Source: an optimization exercise on an open RTL-to-GDS flow (aim: small area, a short achievable clock period and few clock cycles per item). Production flows keep margins and buffers that such runs may drop.
The RTL was checked by simulation tests, not by an equivalence proof against the original design.
Power and IR drop assume default switching activity.

**design/flow/config.mk**
```make
export PLATFORM = sky130hd
export DESIGN_NAME = Cpu
export DESIGN_NICKNAME = Cpu
export VERILOG_FILES = /design/flow/design.v
export SDC_FILE = /design/flow/constraint.sdc
export NUM_CORES = 4
export LEC_CHECK = 0
export CAP_MARGIN = 20
export CORE_MARGIN = 2
export CORE_UTILIZATION = 40
export PLACE_DENSITY = 0.6
export SLEW_MARGIN = 20
```
**design/flow/constraint.sdc**
```tcl
create_clock -name core_clock -period 15.0 [get_ports {clock}]
set_input_delay 3.0000 -clock core_clock [delete_from_list [all_inputs] [get_ports {clock}]]
set_output_delay 3.0000 -clock core_clock [all_outputs]
set_load 0.01 [all_outputs]
```
**design/flow/design.v**
```verilog
`timescale 1ns / 1ps
module Alu (
		input [31:0] inputA,
		input [31:0] inputB,
		input [3:0] operation,
		output [31:0] output_
	);
	assign output_ =
			operation == 0 ? $signed(inputA) + $signed(inputB)
			: operation == 10 ? inputA + inputB
			: operation == 1 ? $signed(inputA) - $signed(inputB)
			: operation == 11 ? inputA - inputB
			: operation == 4 ? inputA & inputB
			: operation == 5 ? inputA | inputB
			: operation == 6 ? inputA ^ inputB
			: operation == 7 ? ~(inputA | inputB)
			: operation == 12 ? inputB << inputA[4:0]
			: operation == 13 ? inputB >> inputA[4:0]
			: operation == 14 ? $unsigned($signed(inputB) >>> inputA[4:0])
			: operation == 2 ? {31'b0, $signed(inputA) < $signed(inputB)}
			: operation == 8 ? {31'b0, inputA < inputB}
			: operation == 3 ? inputB << 16
			: 32'b0;
endmodule
`timescale 1ns / 1ps
module Pc (
		input clock,
		input reset,
		input stall,
		input stall_beq,
		input [31:0] nextPc,
		output reg [31:0] pc
	);
	always @(posedge clock) begin
		if (reset) begin
			pc <= 0;
		end
		else if (stall || stall_beq) begin
			pc <= pc;
		end
		else begin
			pc <= nextPc;
		end
	end
endmodule
`timescale 1ns / 1ps
module IfStage (
		input [31:0] pc,
		input branchEnable,
		input [31:0] branchAddr,
		input [31:0] imem_data,
		output [31:0] pc_4,
		output [31:0] instruction,
		output [31:0] nextPc
	);
	assign pc_4 = pc + 4;
	assign instruction = imem_data;
	assign nextPc = branchEnable ? branchAddr : pc_4;
endmodule
`timescale 1ns / 1ps
module IfIdRegisters (
		input clock,
		input reset,
		input stall,
		input stall_beq,
		input jump_delect_pre_inst,
		input [31:0] if_pc_4,
		input [31:0] if_instruction,
		output reg [31:0] id_pc_4,
		output reg [31:0] id_instruction
	);
	always @(posedge clock) begin
		if (reset) begin
			id_pc_4 <= 0;
			id_instruction <= 0;
		end
		else if (stall || stall_beq) begin
			id_pc_4 <= id_pc_4;
			id_instruction <= id_instruction;
		end
		else if (jump_delect_pre_inst) begin
			id_pc_4 <= 0;
			id_instruction <= 0;
		end
		else begin
			id_pc_4 <= if_pc_4;
			id_instruction <= if_instruction;
		end
	end
endmodule
`timescale 1ns / 1ps
module RegisterFile (
		input clock,
		input reset,
		input [4:0] readAddressA,
		output [31:0] readDataA,
		input [4:0] readAddressB,
		output [31:0] readDataB,
		input shouldWrite,
		input [4:0] writeAddress,
		input [31:0] writeData,
		input wire [4:0] debug_addr,
		output wire [31:0] debug_data
	);
	reg [31:0] registers [1:31];
	wire bypassA = shouldWrite && writeAddress == readAddressA;
	wire bypassB = shouldWrite && writeAddress == readAddressB;
	wire bypassD = shouldWrite && writeAddress == debug_addr;
	assign readDataA = readAddressA == 0 ? 32'b0 : bypassA ? writeData : registers[readAddressA];
	assign readDataB = readAddressB == 0 ? 32'b0 : bypassB ? writeData : registers[readAddressB];
	integer j;
	always @(posedge clock) begin
		if (reset) begin
			for (j = 1; j < 32; j = j + 1) begin
				registers[j] <= 0;
			end
		end else if (shouldWrite && writeAddress != 0) begin
			registers[writeAddress] <= writeData;
		end
	end
	assign debug_data = (debug_addr == 0) ? 32'b0 : bypassD ? writeData : registers[debug_addr];
endmodule
`timescale 1ns / 1ps
module ControlUnit (
		input [31:0] instruction,
		input equal,
		input if_regw_ex,
		input if_regw_me,
		input [4:0] regw_addr_ex,
		input [4:0] regw_addr_me,
		input if_ex_lw,
		output isJumpIndex,
		output [25:0] jumpIndex,
		output isJR,
		output branchEnable,
		output isJAL,
		output signExtendEnable,
		output [3:0] ALUC,
		output shiftEnable,
		output immEnable,
		output writeRegEnable,
		output shouldWriteToRegisterRtElseRd,
		output mem2Reg,
		output writeMemoryEnable,
		output Stall,
		output stall_beq,
		output forwardA1,
		output forwardA2,
		output forwardA3,
		output forwardB1,
		output forwardB2,
		output forwardB3,
		input mem_mem2Reg,
		input ex_mem2Reg,
		output forward_memory
	);
	wire [5:0] code = instruction[31:26];
	wire [5:0] function_ = instruction[5:0];
	wire [4:0] rs = instruction[25:21];
	wire [4:0] rt = instruction[20:16];
	wire Id_use_Ex_Rs = if_regw_ex && regw_addr_ex == rs && rs != 0;
	wire Id_use_Ex_Rt = if_regw_ex && regw_addr_ex == rt && rt != 0;
	wire Id_use_Mem_Rs = if_regw_me && regw_addr_me == rs && rs != 0;
	wire Id_use_Mem_Rt = if_regw_me && regw_addr_me == rt && rt != 0;
	assign forwardA1 = Id_use_Ex_Rs && !ex_mem2Reg;
	assign forwardA2 = Id_use_Mem_Rs && !mem_mem2Reg;
	assign forwardA3 = Id_use_Mem_Rs && mem_mem2Reg;
	assign forwardB1 = Id_use_Ex_Rt && !ex_mem2Reg;
	assign forwardB2 = Id_use_Mem_Rt && !mem_mem2Reg;
	assign forwardB3 = Id_use_Mem_Rt && mem_mem2Reg;
	assign forward_memory = writeMemoryEnable && if_ex_lw && (rt == regw_addr_ex) && rt != 0;
	assign isJumpIndex = code == 6'b000010 || code == 6'b000011;
	assign jumpIndex = instruction[25:0];
	assign isJAL = code == 6'b000011;
	wire isRType = code == 6'b000000;
	assign isJR = isRType && function_ == 6'b001000;
	wire isBeq = code == 6'b000100;
	wire isBranch = isBeq || code == 6'b000101;
	wire shouldBranch = isBranch && (isBeq == equal);
	assign branchEnable = isJumpIndex || isJR || shouldBranch;
	assign stall_beq = isBranch && (Id_use_Ex_Rs || Id_use_Ex_Rt);
	assign Stall = if_ex_lw && (
						((!immEnable || isBranch) && (Id_use_Ex_Rs || Id_use_Ex_Rt)) ||
						((immEnable || isJR) && Id_use_Ex_Rs));
	assign signExtendEnable =
			code == 6'b001000
			|| code == 6'b001001
			|| code == 6'b100011
			|| code == 6'b101011
			|| code == 6'b000100
			|| code == 6'b000101
			|| code == 6'b001010;
	assign ALUC =
			isJAL ? 0
			: isRType ? (
				function_ == 6'b100000 ? 0
				: function_ == 6'b100001 ? 10
				: function_ == 6'b100010 ? 1
				: function_ == 6'b100011 ? 11
				: function_ == 6'b100100 ? 4
				: function_ == 6'b100101 ? 5
				: function_ == 6'b100110 ? 6
				: function_ == 6'b100111 ? 7
				: function_ == 6'b101010 ? 2
				: function_ == 6'b101011 ? 8
				: function_ == 6'b000000 ? 12
				: function_ == 6'b000010 ? 13
				: function_ == 6'b000011 ? 14
				: function_ == 6'b000100 ? 12
				: function_ == 6'b000110 ? 13
				: function_ == 6'b000111 ? 14
				: 15
			)
			: code == 6'b001000 ? 0
			: code == 6'b001001 ? 10
			: code == 6'b001100 ? 4
			: code == 6'b001101 ? 5
			: code == 6'b001110 ? 6
			: code == 6'b001111 ? 3
			: code == 6'b100011 ? 0
			: code == 6'b101011 ? 0
			: code == 6'b000100 ? 1
			: code == 6'b000101 ? 1
			: code == 6'b001010 ? 2
			: code == 6'b001011 ? 8
			: 15;
	assign shiftEnable =
			!isJAL
			&& (isRType && (
				function_ == 6'b000000
				|| function_ == 6'b000010
				|| function_ == 6'b000011
			));
	assign immEnable =
			!isJAL
			&& (
				code == 6'b001000
				|| code == 6'b001001
				|| code == 6'b001100
				|| code == 6'b001101
				|| code == 6'b001110
				|| code == 6'b001111
				|| code == 6'b100011
				|| code == 6'b101011
				|| code == 6'b001010
				|| code == 6'b001011
			);
	assign shouldWriteToRegisterRtElseRd =
			code == 6'b001000
			|| code == 6'b001001
			|| code == 6'b001100
			|| code == 6'b001101
			|| code == 6'b001110
			|| code == 6'b001111
			|| code == 6'b100011
			|| code == 6'b001010
			|| code == 6'b001011;
	assign writeRegEnable =
			(isRType && (
				function_ == 6'b100000
				|| function_ == 6'b100001
				|| function_ == 6'b100010
				|| function_ == 6'b100011
				|| function_ == 6'b100100
				|| function_ == 6'b100101
				|| function_ == 6'b100110
				|| function_ == 6'b100111
				|| function_ == 6'b101010
				|| function_ == 6'b101011
				|| function_ == 6'b000000
				|| function_ == 6'b000010
				|| function_ == 6'b000011
				|| function_ == 6'b000100
				|| function_ == 6'b000110
				|| function_ == 6'b000111
			))
			|| shouldWriteToRegisterRtElseRd
			|| isJAL;
	assign mem2Reg = code == 6'b100011;
	assign writeMemoryEnable = code == 6'b101011;
endmodule
`timescale 1ns / 1ps
module IdStage (
		input clock,
		input reset,
		input [31:0] pc_4,
		input [31:0] instruction,
		input if_regw_ex,
		input if_regw_me,
		input [4:0] regw_addr_ex,
		input [4:0] regw_addr_me,
		input if_ex_lw,
		output branchEnable,
		output [31:0] branchAddr,
		output [31:0] shiftAmount,
		output [31:0] immediate,
		output [31:0] registerRsOrPc_4,
		output [31:0] registerRtOrZero,
		output [3:0] ALUC,
		output shiftEnable,
		output immEnable,
		output writeRegEnable,
		output [4:0] writeRegAddr,
		output mem2Reg,
		output writeMemoryEnable,
		output Stall,
		output stall_beq,
		input wb_writeRegEnable,
		input [4:0] wb_writeRegAddr,
		input [31:0] wb_registerWriteData,
		input wire [4:0] debug_addr,
		output wire [31:0] debug_data,
		input ex_mem2Reg,
		input mem_mem2Reg,
		input [31:0] ex_aluOutput,
		input [31:0] mem_aluOutput,
		input [31:0] mem_memoryData,
		output forward_memory
	);
	wire forwardA1;
	wire forwardA2;
	wire forwardA3;
	wire forwardB1;
	wire forwardB2;
	wire forwardB3;
	wire [31:0] localRegisterRs;
	wire [31:0] localRegisterRt;
	wire [31:0] registerRs =
			forwardA1 ? ex_aluOutput
			: forwardA2 ? mem_aluOutput
			: forwardA3 ? mem_memoryData
			: localRegisterRs;
	wire [31:0] registerRt =
			forwardB1 ? ex_aluOutput
			: forwardB2 ? mem_aluOutput
			: forwardB3 ? mem_memoryData
			: localRegisterRt;
	wire isJumpIndex;
	wire [25:0] jumpIndex;
	wire isJR;
	wire equal;
	wire isJAL;
	wire signExtendEnable;
	wire shouldWriteToRegisterRtElseRd;
	ControlUnit controlUnit (
		.instruction(instruction[31:0]),
		.equal(equal),
		.if_regw_ex(if_regw_ex),
		.if_regw_me(if_regw_me),
		.regw_addr_ex(regw_addr_ex),
		.regw_addr_me(regw_addr_me),
		.if_ex_lw(if_ex_lw),
		.isJumpIndex(isJumpIndex),
		.jumpIndex(jumpIndex[25:0]),
		.isJR(isJR),
		.branchEnable(branchEnable),
		.isJAL(isJAL),
		.signExtendEnable(signExtendEnable),
		.ALUC(ALUC[3:0]),
		.shiftEnable(shiftEnable),
		.immEnable(immEnable),
		.writeRegEnable(writeRegEnable),
		.shouldWriteToRegisterRtElseRd(shouldWriteToRegisterRtElseRd),
		.mem2Reg(mem2Reg),
		.writeMemoryEnable(writeMemoryEnable),
		.Stall(Stall),
		.stall_beq(stall_beq),
		.forwardA1(forwardA1),
		.forwardA2(forwardA2),
		.forwardA3(forwardA3),
		.forwardB1(forwardB1),
		.forwardB2(forwardB2),
		.forwardB3(forwardB3),
		.mem_mem2Reg(mem_mem2Reg),
		.ex_mem2Reg(ex_mem2Reg),
		.forward_memory(forward_memory)
	);
	assign shiftAmount = {27'b0, instruction[10:6]};
	wire [15:0] instructionImmediate = instruction[15:0];
	assign immediate = {
			signExtendEnable ? {16{instructionImmediate[15]}} : 16'b0,
			instructionImmediate};
	wire [4:0] rs = instruction[25:21];
	wire [4:0] rt = instruction[20:16];
	wire [4:0] rd = instruction[15:11];
	assign writeRegAddr =
			isJAL ? 5'd31
			: shouldWriteToRegisterRtElseRd ? rt : rd;
	RegisterFile registerFile (
		.clock(clock),
		.reset(reset),
		.readAddressA(rs[4:0]),
		.readDataA(localRegisterRs[31:0]),
		.readAddressB(rt[4:0]),
		.readDataB(localRegisterRt[31:0]),
		.shouldWrite(wb_writeRegEnable & ~reset),
		.writeAddress(wb_writeRegAddr[4:0]),
		.writeData(wb_registerWriteData[31:0]),
		.debug_addr(debug_addr[4:0]),
		.debug_data(debug_data[31:0])
	);
	assign registerRsOrPc_4 = isJAL ? pc_4 : registerRs;
	assign registerRtOrZero = isJAL ? 32'b0 : registerRt;
	assign equal = registerRs == registerRt;
	wire [31:0] jumpIndexPc = {pc_4[31:28], jumpIndex, 2'b0};
	wire [31:0] branchPc = pc_4 + {immediate[29:0], 2'b0};
	assign branchAddr =
			isJR ? registerRs
			: isJumpIndex ? jumpIndexPc
			: branchPc;
endmodule
`timescale 1ns / 1ps
module IdExRegisters (
		input clock,
		input reset,
		input cache_stall,
		input [31:0] id_instruction,
		input [31:0] id_shiftAmount,
		input [31:0] id_immediate,
		input [31:0] id_registerRsOrPc_4,
		input [31:0] id_registerRtOrZero,
		input [3:0] id_ALUC,
		input id_shiftEnable,
		input id_immEnable,
		input id_writeRegEnable,
		input [4:0] id_writeRegAddr,
		input id_mem2Reg,
		input id_writeMemoryEnable,
		input Stall,
		input id_forward_memory,
		output reg ex_forward_memory,
		output reg [31:0] ex_instruction,
		output reg [31:0] ex_shiftAmount,
		output reg [31:0] ex_immediate,
		output reg [31:0] ex_registerRsOrPc_4,
		output reg [31:0] ex_registerRtOrZero,
		output reg [3:0] ex_ALUC,
		output reg ex_shiftEnable,
		output reg ex_immEnable,
		output reg ex_writeRegEnable,
		output reg [4:0] ex_writeRegAddr,
		output reg ex_mem2Reg,
		output reg ex_writeMemoryEnable
	);
	always @(posedge clock) begin
		if (reset || (Stall && !cache_stall)) begin
			ex_forward_memory <= 0;
			ex_instruction <= 0;
			ex_shiftAmount <= 0;
			ex_immediate <= 0;
			ex_registerRsOrPc_4 <= 0;
			ex_registerRtOrZero <= 0;
			ex_ALUC <= 0;
			ex_shiftEnable <= 0;
			ex_immEnable <= 0;
			ex_writeRegEnable <= 0;
			ex_writeRegAddr <= 0;
			ex_mem2Reg <= 0;
			ex_writeMemoryEnable <= 0;
		end
		else if (!cache_stall) begin
			ex_forward_memory <= id_forward_memory;
			ex_instruction <= id_instruction;
			ex_shiftAmount <= id_shiftAmount;
			ex_immediate <= id_immediate;
			ex_registerRsOrPc_4 <= id_registerRsOrPc_4;
			ex_registerRtOrZero <= id_registerRtOrZero;
			ex_ALUC <= id_ALUC;
			ex_shiftEnable <= id_shiftEnable;
			ex_immEnable <= id_immEnable;
			ex_writeRegEnable <= id_writeRegEnable;
			ex_writeRegAddr <= id_writeRegAddr;
			ex_mem2Reg <= id_mem2Reg;
			ex_writeMemoryEnable <= id_writeMemoryEnable;
		end
	end
endmodule
`timescale 1ns / 1ps
module ExStage (
		input [31:0] shiftAmount,
		input [31:0] immediate,
		input [3:0] ex_ALUC,
		input ex_shiftEnable,
		input ex_immEnable,
		input [31:0] registerRsOrPc_4,
		input [31:0] registerRtOrZero,
		input ex_forward_memory,
		input [31:0] mem_memoryData,
		output [31:0] exe_registerRtOrZero,
		output [31:0] aluOutput
	);
	wire [31:0] aluInputA = ex_shiftEnable ? shiftAmount : registerRsOrPc_4;
	wire [31:0] aluInputB = ex_immEnable ? immediate : registerRtOrZero;
	Alu alu (
		.inputA(aluInputA[31:0]),
		.inputB(aluInputB[31:0]),
		.operation(ex_ALUC[3:0]),
		.output_(aluOutput[31:0])
	);
	assign exe_registerRtOrZero = ex_forward_memory ? mem_memoryData : registerRtOrZero;
endmodule
`timescale 1ns / 1ps
module ExMemRegisters (
		input clock,
		input reset,
		input cache_stall,
		input [31:0] ex_instruction,
		input ex_writeRegEnable,
		input [4:0] ex_writeRegAddr,
		input ex_mem2Reg,
		input [31:0] ex_aluOutput,
		input ex_writeMemoryEnable,
		input [31:0] ex_registerRtOrZero,
		output reg [31:0] mem_instruction,
		output reg mem_writeRegEnable,
		output reg [4:0] mem_writeRegAddr,
		output reg mem_mem2Reg,
		output reg [31:0] mem_aluOutput,
		output reg mem_writeMemoryEnable,
		output reg [31:0] mem_registerRtOrZero
	);
	always @(posedge clock) begin
		if (reset) begin
			mem_instruction <= 0;
			mem_writeRegEnable <= 0;
			mem_writeRegAddr <= 0;
			mem_mem2Reg <= 0;
			mem_aluOutput <= 0;
			mem_writeMemoryEnable <= 0;
			mem_registerRtOrZero <= 0;
		end
		else if (cache_stall) begin
			mem_instruction <= mem_instruction;
			mem_writeRegEnable <= mem_writeRegEnable;
			mem_writeRegAddr <= mem_writeRegAddr;
			mem_mem2Reg <= mem_mem2Reg;
			mem_aluOutput <= mem_aluOutput;
			mem_writeMemoryEnable <= mem_writeMemoryEnable;
			mem_registerRtOrZero <= mem_registerRtOrZero;
		end
		else begin
			mem_instruction <= ex_instruction;
			mem_writeRegEnable <= ex_writeRegEnable;
			mem_writeRegAddr <= ex_writeRegAddr;
			mem_mem2Reg <= ex_mem2Reg;
			mem_aluOutput <= ex_aluOutput;
			mem_writeMemoryEnable <= ex_writeMemoryEnable;
			mem_registerRtOrZero <= ex_registerRtOrZero;
		end
	end
endmodule
`timescale 1ns / 1ps
module cache(
		input cpu_rst,
		input clock,
		input write_en,
		input read_en,
		input [31:0] cpu_addr,
		input ack,
		input [31:0] storedata,
		input [31:0] fetchdata,
		output [31:0] memory_addr,
		output reg [31:0] memory_data,
		output reg writeMemoryEnable,
		output reg cs,
		output [31:0] data_read,
		output cmd_stall
	);
	reg [2:0] state;
	reg [31:0] cache_data1 [7:0];
	reg [31:0] cache_data2 [7:0];
	reg [31:0] cache_data3 [7:0];
	reg [31:0] cache_data4 [7:0];
	reg [24:0] tag [3:0];
	reg [3:0] valid;
	reg [3:0] dirty;
	reg [29:0] mem_word;
	assign memory_addr = {mem_word, 2'b00};
	wire [2:0] offset;
	wire [1:0] index;
	wire [24:0] addr_tag;
	reg [2:0] count;
	assign offset = cpu_addr[4:2];
	assign index = cpu_addr[6:5];
	assign addr_tag = cpu_addr[31:7];
	wire hit = valid[index] && tag[index] == addr_tag;
	assign data_read = index==0 ? cache_data1[offset]:
					   index==1 ? cache_data2[offset]:
					   index==2 ? cache_data3[offset]:
					   cache_data4[offset];
	assign cmd_stall = (read_en || write_en) && (state != 0 || !hit);
	always @(posedge clock) begin
		if (cpu_rst) begin
			state <= 0;
			valid <= 0;
			dirty <= 0;
			count <= 0;
			cs <= 0;
			writeMemoryEnable <= 0;
		end
		else if (read_en || write_en) begin
		case (state)
		0: begin
			if (hit) begin
				if (write_en) begin
					case (index)
					0: cache_data1[offset] <= storedata;
					1: cache_data2[offset] <= storedata;
					2: cache_data3[offset] <= storedata;
					3: cache_data4[offset] <= storedata;
					endcase
					dirty[index] <= 1;
				end
			end
			else begin
				state <= valid[index] && dirty[index] ? 1 : 2;
			end
		end
		1: begin
			cs <= 1;
			mem_word[29:5] <= tag[index];
			mem_word[4:3] <= index;
			mem_word[2:0] <= count;
			memory_data <= index==0 ? cache_data1[count]:
						   index==1 ? cache_data2[count]:
						   index==2 ? cache_data3[count]:
						   cache_data4[count];
			writeMemoryEnable <= 1;
			count <= ack ? count + 1 : count;
			state <= count == 7 && ack ? 3 : 1;
		end
		2: begin
			cs <= 1;
			mem_word[29:3] <= cpu_addr[31:5];
			mem_word[2:0] <= ack ? count + 3'd1 : count;
			if (ack) begin
				case (index)
				0: cache_data1[count] <= fetchdata;
				1: cache_data2[count] <= fetchdata;
				2: cache_data3[count] <= fetchdata;
				3: cache_data4[count] <= fetchdata;
				endcase
			end
			count <= ack ? count + 1 : count;
			state <= count == 7 && ack ? 4 : 2;
		end
		3: begin
			cs <= 0;
			writeMemoryEnable <= 0;
			valid[index] <= 0;
			dirty[index] <= 0;
			state <= 2;
			count <= 0;
		end
		4: begin
			cs <= 0;
			valid[index] <= 1;
			dirty[index] <= 0;
			tag[index] <= addr_tag[24:0];
			state <= 0;
			count <= 0;
		end
		default: state <= 0;
		endcase
		end
	end
endmodule
`timescale 1ns / 1ps
module MemStage (
		input clock,
		input reset,
		input [31:0] aluOutput,
		input writeMemoryEnable,
		input read_en,
		input [31:0] registerRtOrZero,
		output [31:0] memoryData,
		output cache_stall,
		output dmem_cs,
		output dmem_we,
		output [31:0] dmem_addr,
		output [31:0] dmem_wdata,
		input dmem_ack,
		input [31:0] dmem_rdata
	);
	wire memery_we;
	cache cac(
		.cpu_rst(reset),
		.clock(clock),
		.write_en(writeMemoryEnable),
		.read_en(read_en),
		.cpu_addr(aluOutput),
		.storedata(registerRtOrZero),
		.fetchdata(dmem_rdata),
		.ack(dmem_ack),
		.memory_addr(dmem_addr),
		.memory_data(dmem_wdata),
		.cs(dmem_cs),
		.writeMemoryEnable(memery_we),
		.data_read(memoryData),
		.cmd_stall(cache_stall)
	);
	assign dmem_we = memery_we & ~reset;
endmodule
`timescale 1ns / 1ps
module MemWbRegisters (
		input clock,
		input reset,
		input cache_stall,
		input [31:0] mem_instruction,
		input mem_writeRegEnable,
		input [4:0] mem_writeRegAddr,
		input mem_mem2Reg,
		input [31:0] mem_memoryData,
		input [31:0] mem_aluOutput,
		output reg [31:0] wb_instruction,
		output reg wb_writeRegEnable,
		output reg [4:0] wb_writeRegAddr,
		output reg wb_mem2Reg,
		output reg [31:0] wb_memoryData,
		output reg [31:0] wb_aluOutput
	);
	always @(posedge clock) begin
		if (reset || cache_stall) begin
			wb_instruction <= 0;
			wb_writeRegEnable <= 0;
			wb_writeRegAddr <= 0;
			wb_mem2Reg <= 0;
			wb_memoryData <= 0;
			wb_aluOutput <= 0;
		end else begin
			wb_instruction <= mem_instruction;
			wb_writeRegEnable <= mem_writeRegEnable;
			wb_writeRegAddr <= mem_writeRegAddr;
			wb_mem2Reg <= mem_mem2Reg;
			wb_memoryData <= mem_memoryData;
			wb_aluOutput <= mem_aluOutput;
		end
	end
endmodule
`timescale 1ns / 1ps
module WbStage (
		input mem2Reg,
		input [31:0] memoryData,
		input [31:0] aluOutput,
		output [31:0] registerWriteData
	);
	assign registerWriteData = mem2Reg ? memoryData : aluOutput;
endmodule
`timescale 1ns / 1ps
module Cpu (
		input clock,
		input reset,
		output [31:0] imem_addr,
		input [31:0] imem_data,
		output dmem_cs,
		output dmem_we,
		output [31:0] dmem_addr,
		output [31:0] dmem_wdata,
		input dmem_ack,
		input [31:0] dmem_rdata,
		input wire [4:0] debug_addr,
		output wire [31:0] debug_data
	);
	wire clk = clock;
	wire [31:0] if_pc;
	wire [31:0] if_pc_4;
	wire [31:0] if_instruction;
	wire [31:0] if_nextPc;
	wire [31:0] id_pc_4;
	wire [31:0] id_instruction;
	wire branchEnable;
	wire [31:0] branchAddr;
	wire [31:0] id_shiftAmount;
	wire [31:0] id_immediate;
	wire [31:0] id_registerRsOrPc_4;
	wire [31:0] id_registerRtOrZero;
	wire [3:0] id_ALUC;
	wire id_shiftEnable;
	wire id_immEnable;
	wire id_writeRegEnable;
	wire [4:0] id_writeRegAddr;
	wire id_mem2Reg;
	wire id_writeMemoryEnable;
	wire [31:0] ex_instruction;
	wire [31:0] ex_shiftAmount;
	wire [31:0] ex_immediate;
	wire [31:0] ex_registerRsOrPc_4;
	wire [31:0] ex_registerRtOrZero;
	wire [31:0] exe_registerRtOrZero_new;
	wire [3:0] ex_ALUC;
	wire ex_shiftEnable;
	wire ex_immEnable;
	wire ex_writeRegEnable;
	wire [4:0] ex_writeRegAddr;
	wire ex_mem2Reg;
	wire ex_writeMemoryEnable;
	wire [31:0] ex_aluOutput;
	wire [31:0] mem_instruction;
	wire mem_writeRegEnable;
	wire [4:0] mem_writeRegAddr;
	wire mem_mem2Reg;
	wire [31:0] mem_aluOutput;
	wire mem_writeMemoryEnable;
	wire [31:0] mem_registerRtOrZero;
	wire [31:0] mem_memoryData;
	wire [31:0] wb_instruction;
	wire wb_writeRegEnable;
	wire [4:0] wb_writeRegAddr;
	wire wb_mem2Reg;
	wire [31:0] wb_memoryData;
	wire [31:0] wb_aluOutput;
	wire [31:0] wb_registerWriteData;
	wire stall;
	wire stall_beq;
	wire cache_stall;
	assign imem_addr = if_pc;
	Pc pc (
		.clock(clk),
		.reset(reset),
		.stall(stall || cache_stall),
		.stall_beq(stall_beq),
		.nextPc(if_nextPc[31:0]),
		.pc(if_pc[31:0])
	);
	IfStage ifStage (
		.pc(if_pc[31:0]),
		.branchEnable(branchEnable),
		.branchAddr(branchAddr[31:0]),
		.imem_data(imem_data[31:0]),
		.pc_4(if_pc_4[31:0]),
		.instruction(if_instruction[31:0]),
		.nextPc(if_nextPc[31:0])
	);
	IfIdRegisters ifIdRegisters (
		.clock(clk),
		.reset(reset),
		.stall(stall || cache_stall),
		.stall_beq(stall_beq),
		.jump_delect_pre_inst(branchEnable),
		.if_pc_4(if_pc_4[31:0]),
		.if_instruction(if_instruction[31:0]),
		.id_pc_4(id_pc_4[31:0]),
		.id_instruction(id_instruction[31:0])
	);
	wire id_forward_memory;
	wire ex_forward_memory;
	IdStage idStage (
		.clock(clk),
		.reset(reset),
		.pc_4(id_pc_4[31:0]),
		.instruction(id_instruction[31:0]),
		.if_regw_ex(ex_writeRegEnable),
		.if_regw_me(mem_writeRegEnable),
		.regw_addr_ex(ex_writeRegAddr[4:0]),
		.regw_addr_me(mem_writeRegAddr[4:0]),
		.if_ex_lw(ex_mem2Reg),
		.branchEnable(branchEnable),
		.branchAddr(branchAddr[31:0]),
		.shiftAmount(id_shiftAmount[31:0]),
		.immediate(id_immediate[31:0]),
		.registerRsOrPc_4(id_registerRsOrPc_4[31:0]),
		.registerRtOrZero(id_registerRtOrZero[31:0]),
		.ALUC(id_ALUC[3:0]),
		.shiftEnable(id_shiftEnable),
		.immEnable(id_immEnable),
		.writeRegEnable(id_writeRegEnable),
		.writeRegAddr(id_writeRegAddr[4:0]),
		.mem2Reg(id_mem2Reg),
		.writeMemoryEnable(id_writeMemoryEnable),
		.Stall(stall),
		.stall_beq(stall_beq),
		.wb_writeRegEnable(wb_writeRegEnable),
		.wb_writeRegAddr(wb_writeRegAddr[4:0]),
		.wb_registerWriteData(wb_registerWriteData[31:0]),
		.debug_addr(debug_addr[4:0]),
		.debug_data(debug_data[31:0]),
		.ex_mem2Reg(ex_mem2Reg),
		.mem_mem2Reg(mem_mem2Reg),
		.ex_aluOutput(ex_aluOutput[31:0]),
		.mem_aluOutput(mem_aluOutput[31:0]),
		.mem_memoryData(mem_memoryData[31:0]),
		.forward_memory(id_forward_memory)
	);
	IdExRegisters idExRegisters (
		.clock(clk),
		.reset(reset),
		.cache_stall(cache_stall),
		.id_instruction(id_instruction[31:0]),
		.id_shiftAmount(id_shiftAmount[31:0]),
		.id_immediate(id_immediate[31:0]),
		.id_registerRsOrPc_4(id_registerRsOrPc_4[31:0]),
		.id_registerRtOrZero(id_registerRtOrZero[31:0]),
		.id_ALUC(id_ALUC[3:0]),
		.id_shiftEnable(id_shiftEnable),
		.id_immEnable(id_immEnable),
		.id_writeRegEnable(id_writeRegEnable),
		.id_writeRegAddr(id_writeRegAddr[4:0]),
		.id_mem2Reg(id_mem2Reg),
		.id_writeMemoryEnable(id_writeMemoryEnable),
		.Stall(stall),
		.id_forward_memory(id_forward_memory),
		.ex_forward_memory(ex_forward_memory),
		.ex_instruction(ex_instruction[31:0]),
		.ex_shiftAmount(ex_shiftAmount[31:0]),
		.ex_immediate(ex_immediate[31:0]),
		.ex_registerRsOrPc_4(ex_registerRsOrPc_4[31:0]),
		.ex_registerRtOrZero(ex_registerRtOrZero[31:0]),
		.ex_ALUC(ex_ALUC[3:0]),
		.ex_shiftEnable(ex_shiftEnable),
		.ex_immEnable(ex_immEnable),
		.ex_writeRegEnable(ex_writeRegEnable),
		.ex_writeRegAddr(ex_writeRegAddr[4:0]),
		.ex_mem2Reg(ex_mem2Reg),
		.ex_writeMemoryEnable(ex_writeMemoryEnable)
	);
	ExStage exStage (
		.shiftAmount(ex_shiftAmount[31:0]),
		.immediate(ex_immediate[31:0]),
		.ex_ALUC(ex_ALUC[3:0]),
		.ex_shiftEnable(ex_shiftEnable),
		.ex_immEnable(ex_immEnable),
		.registerRsOrPc_4(ex_registerRsOrPc_4[31:0]),
		.registerRtOrZero(ex_registerRtOrZero[31:0]),
		.ex_forward_memory(ex_forward_memory),
		.mem_memoryData(mem_memoryData[31:0]),
		.exe_registerRtOrZero(exe_registerRtOrZero_new[31:0]),
		.aluOutput(ex_aluOutput[31:0])
	);
	ExMemRegisters exMemRegisters (
		.clock(clk),
		.reset(reset),
		.cache_stall(cache_stall),
		.ex_instruction(ex_instruction[31:0]),
		.ex_writeRegEnable(ex_writeRegEnable),
		.ex_writeRegAddr(ex_writeRegAddr[4:0]),
		.ex_mem2Reg(ex_mem2Reg),
		.ex_aluOutput(ex_aluOutput[31:0]),
		.ex_writeMemoryEnable(ex_writeMemoryEnable),
		.ex_registerRtOrZero(exe_registerRtOrZero_new[31:0]),
		.mem_instruction(mem_instruction[31:0]),
		.mem_writeRegEnable(mem_writeRegEnable),
		.mem_writeRegAddr(mem_writeRegAddr[4:0]),
		.mem_mem2Reg(mem_mem2Reg),
		.mem_aluOutput(mem_aluOutput[31:0]),
		.mem_writeMemoryEnable(mem_writeMemoryEnable),
		.mem_registerRtOrZero(mem_registerRtOrZero[31:0])
	);
	MemStage memStage (
		.clock(clk),
		.reset(reset),
		.aluOutput(mem_aluOutput[31:0]),
		.writeMemoryEnable(mem_writeMemoryEnable),
		.read_en(mem_mem2Reg),
		.registerRtOrZero(mem_registerRtOrZero[31:0]),
		.memoryData(mem_memoryData[31:0]),
		.cache_stall(cache_stall),
		.dmem_cs(dmem_cs),
		.dmem_we(dmem_we),
		.dmem_addr(dmem_addr),
		.dmem_wdata(dmem_wdata),
		.dmem_ack(dmem_ack),
		.dmem_rdata(dmem_rdata)
	);
	MemWbRegisters memWbRegisters (
		.clock(clk),
		.reset(reset),
		.cache_stall(cache_stall),
		.mem_instruction(mem_instruction[31:0]),
		.mem_writeRegEnable(mem_writeRegEnable),
		.mem_writeRegAddr(mem_writeRegAddr[4:0]),
		.mem_mem2Reg(mem_mem2Reg),
		.mem_memoryData(mem_memoryData[31:0]),
		.mem_aluOutput(mem_aluOutput[31:0]),
		.wb_instruction(wb_instruction[31:0]),
		.wb_writeRegEnable(wb_writeRegEnable),
		.wb_writeRegAddr(wb_writeRegAddr[4:0]),
		.wb_mem2Reg(wb_mem2Reg),
		.wb_memoryData(wb_memoryData[31:0]),
		.wb_aluOutput(wb_aluOutput[31:0])
	);
	WbStage wbStage (
		.mem2Reg(wb_mem2Reg),
		.memoryData(wb_memoryData[31:0]),
		.aluOutput(wb_aluOutput[31:0]),
		.registerWriteData(wb_registerWriteData[31:0])
	);
endmodule
```
**design/flow/run.sh**
```bash
#!/bin/bash
# synth_recipe.tcl (not shown) runs the flow's synth.tcl, then flattens the netlist and writes it again
# the make line also repeats each setting of config.mk as NAME=value (left out here)
make -C /OpenROAD-flow-scripts/flow DESIGN_CONFIG=/design/flow/config.mk WORK_HOME=/design/flow/orfs CLKGATE_MAP_FILE= SYNTH_SCRIPT=/design/flow/synth_recipe.tcl finish
```
==> results.py <==
metrics = {
    "yosys": {
        "yosys_register_bits": 2579,
        "post_synth_main_area_contributors": "edfxtp_1 45%, mux4_2 22%, dfxtp_1 5.1%",
        "async_reset_ff_share_pct": 0,
        "synth-warning-count": 7,
        "postSynthCellCount": 11000,
        "syn_area_um2": 146000,
        "synth.largest_area_cell": "edfxtp_1",
        "post_synth.cell_area_avg_um2": 13.3,
        "synth_cell_types": 100,
        "netlist.area_leader.share_pct": 45.4,
        "yosys_most_used_dff": "edfxtp_1",
        "synth_sequential_area_ratio_pct": 50.4,
        "synth_edf_count": 2210,
    },
    "drt": {
        "number_of_iterations_in_the_first_detailed_routing_pass": 9,
        "via_count": 111000,
        "initial_drt_markers": 17000,
        "route.detailed.vias_per_inst": 6.93,
        "routed_wire_length_per_instance_um": 40.3,
        "drtAntennaViolNets": 0,
        "drc": 0,
        "drt-total-wl_mm": 646,
    },
    "power_and_ir_drop": {
        "power.density_cell_area_nw_per_um2": 125,
        "finalPower_mw": 20.6,
        "p_leak_nw": 53.6,
        "ir_drop_worst_case_vdd_mv": 0.102,
    },
    "worst_hold_path": {
        "timing.hold.worst.class": "reg2reg",
    },
    "clocking": {
        "max-clock-path-buffers": 4,
        "post_cts.resized_instances": 0,
        "tritoncts.num_buffers": 295,
        "root_buffer": "clkbuf_16",
        "cts.repair_timing.setup_buffer_count": 0,
        "worstSkewPairLatency_ps": 960,
        "clkTransAtPathRegs_ps": 50,
        "ctsHoldBuffers": 0,
        "tritoncts_num_sinks": 2579,
        "h-tree-depth": 5,
        "tritoncts": "yes",
    },
    "layout": {
        "drive_gt1_share_pct": 25.2,
        "area_delta_synth_final_pct": 12.5,
        "footprint_of_the_multi_input_gates_um2": 69100,
        "fillerInstances": 32300,
        "nets": 11200,
        "final_core_util_pct": 45.1,
        "layout.area.seq_um2": 73800,
        "final_cell_area_um2": 165000,
    },
    "flow_run": {
        "maxCapViolCount": 0,
    },
    "global_routing": {
        "grt_usage_pct": 34.1,
        "grt_pass1_vias": 109000,
        "grt_antenna_before_repair": 43,
        "global_route.overflow_total": 0,
        "grt_max_degree": 114,
        "grt_pass1_wl_mm": 887,
    },
    "critical_path": {
        "start_kind": "input pin",
        "setup.worst_path.end_class": "output pin",
        "timing_worst_setup_path_type": "in2out",
        "critPathArrivalTime_ps": 7260,
        "critical_path_required_ps": 12000,
        "crit_fanout": 74,
    },
    "timing": {
        "fin_crit_ps": 10260,
        "slew_viol_final": 0,
        "setup_slack_ps": 4740,
        "max_freq_ghz": 0.0975,
        "worst_margin_pin_slew_ps": 1260,
        "hold_viol": 0,
        "final-setup-viol-count": 0,
        "fin_tns_setup_ps": 0,
        "fin_worst_skew_ps": 91.1,
        "slew_headroom_pct": 15.5,
        "timing.final.crit_share_pct": 68.4,
        "rsz0062_at_grt": "false",
    },
    "floorplan": {
        "floorplan.initialDensity_pct": 40.1,
        "floorplan.core_area_um2": 365000,
        "io_pins": 202,
        "die_height_um": 609,
        "die-width_um": 609,
        "floorplan.die_area_um2": 370000,
        "core.rowCount": 222,
    },
    "status": {
        "status": "no timing/DRC/antenna violations",
    },
    "placed_design": {
        "dpl-instance-area_um2": 155000,
        "placement.setup.worst_slack_ps": 5040,
        "count_of_buffers_inserted_at_the_top_level_ports": 199,
        "post-dp-hpwl_mm": 426,
        "finalWeightedCongestion": 1.02,
    },
}
[power by group]
part	switching (mW)	internal [mW]	leakage, nW
combinational	3.38	1.71	24.5
sequential	0.332	8.04	24.5
clock	3.07	4.08	4.56
[cell usage after synthesis, types with 72 or more instances]
cell type,count
a211oi_1,192
xnor2_1,106
edfxtp_1,2210
a21oi_1,486
o22ai_1,123
dfxtp_1,369
ha_1,128
a22oi_1,230
and3_1,72
nor2_1,1562
o21ai_0,215
nor2b_1,103
mux4_2,1442
mux2i_1,376
nand3_1,160
nand2_1,697
buf_2,120
buf_1,131
mux2_2,197
nor3_1,153
clkbuf_1,713
o211ai_1,95
inv_1,161
[sequential cells by signal, indices dropped and copies added, names as in the netlist, 32 cells and up, named ones only]
register and flops:
ifIdRegisters.id_pc_4 32, pc.pc 32, exMemRegisters.mem_aluOutput 32, memStage.cac.memory_data 32
idStage.registerFile.registers 1024, exMemRegisters.mem_registerRtOrZero 32, idExRegisters.ex_registerRsOrPc_4 32, memStage.cac.cache_data4 256
memStage.cac.tag 100, ifIdRegisters.id_instruction 32, memStage.cac.cache_data2 256, idExRegisters.ex_registerRtOrZero 32
memWbRegisters.wb_memoryData 32, memStage.cac.cache_data1 256, memWbRegisters.wb_aluOutput 32, memStage.cac.cache_data3 256
[placed cells by master (no fill, tap or decap), types with 197 or more instances in the layout]
cell type     n
mux4_2     1442
nand2_1     633
clkbuf_16   304
a22oi_1     230
dfxtp_1     345
nor2_1     1511
edfxtp_1   2210
buf_4       425
o21ai_0     213
a21oi_1     483
mux2_2      197
mux2i_1     322
[stage by stage]
step                      cells  hold WS [ps]
after floorplan           11100           432
after global placement    15500           449
after detailed placement  15500           449
after CTS                 16000           455
after global routing      16000           493
final                     16000           456
[cell families after synthesis]
logic type / share of synthesized area (%)
simple gates: 9.11
flops: 50.4
mux: 26.3
compound gates: 8.61
buf+inv: 3.32
xor+xnor: 1.05
fa+ha+maj: 1.14
other cells: 0.00256
[critical path: stages]
cell and delay [ps]:
buf_8 520, buf_4 800, mux4_2 370, mux4_2 230, nor2b_1 170, a211oi_1 120, a211oi_1 1080, clkdlybuf4s50_1 740
[metal layers]
layer | wire length, um | vias to the layer above | GRT usage (%) | share of wire, %
met5 | 212 | - | 0.129 | 0.033
met4 | 54600 | 24 | 23.6 | 8.4
met3 | 80000 | 2176 | 9.68 | 12
met2 | 286000 | 8558 | 51.5 | 44
met1 | 226000 | 57100 | 42.5 | 35
li1 | - | 43400 | - | -
[final cells by class]
| cell class | count | share of cell area, % |
|---|---|---|
| sequential | 2579 | 44.9 |
| clock inverter | 135 | 0.774 |
| inverter | 168 | 0.384 |
| clock buffer | 384 | 4.87 |
| multi-input combinational | 7292 | 42.0 |
| antenna | 25 | 0.0380 |
| timing repair buffer | 645 | 3.43 |
| tap | 4816 | 3.66 |
[path summary, 6_finish.rpt]
path	start	end	slack [ps]	depth (start not counted)
min	idExRegisters.ex_ALUC[3]$_SDFFE_PP0N_	idExRegisters.ex_ALUC[3]$_SDFFE_PP0N_	460	2
min reg2reg	idExRegisters.ex_ALUC[3]$_SDFFE_PP0N_	idExRegisters.ex_ALUC[3]$_SDFFE_PP0N_	460	2
max reg2reg	flop	pc.pc[24]$_SDFFE_PP0N_	5840	21
max	debug_addr[1]	debug_data[2]	4740	8
Testbench counts, summed over its fixed seeds: cycles 190,248, instrs 67,724.

## afterwards: timing with drivers on the ports
The results above use ideal ports. As a check the final layout listed here was re-extracted and re-timed, cells and wires unchanged.
Step 1: set_driving_cell puts a clkbuf_16 on clock and a buf_2 on each other input, an assumption about the parent block.
Step 2 times the ports against the registers' clock, not the clock port: input delays grow and output delays shrink by t, the midpoint of the rising clock arrivals with the driver on.
Three values: ideal, step 1, step 2; two values: the first two.
t, ns: 1.031
slack for setup (ns): 4.744 / 4.697 / 4.648
worst data-port slew with drivers (ns): 0.20
After both steps setup and hold are still met in this run. For this run, drivers alone change the setup slack by -0.047 ns; drivers and shift together by -0.096 ns.
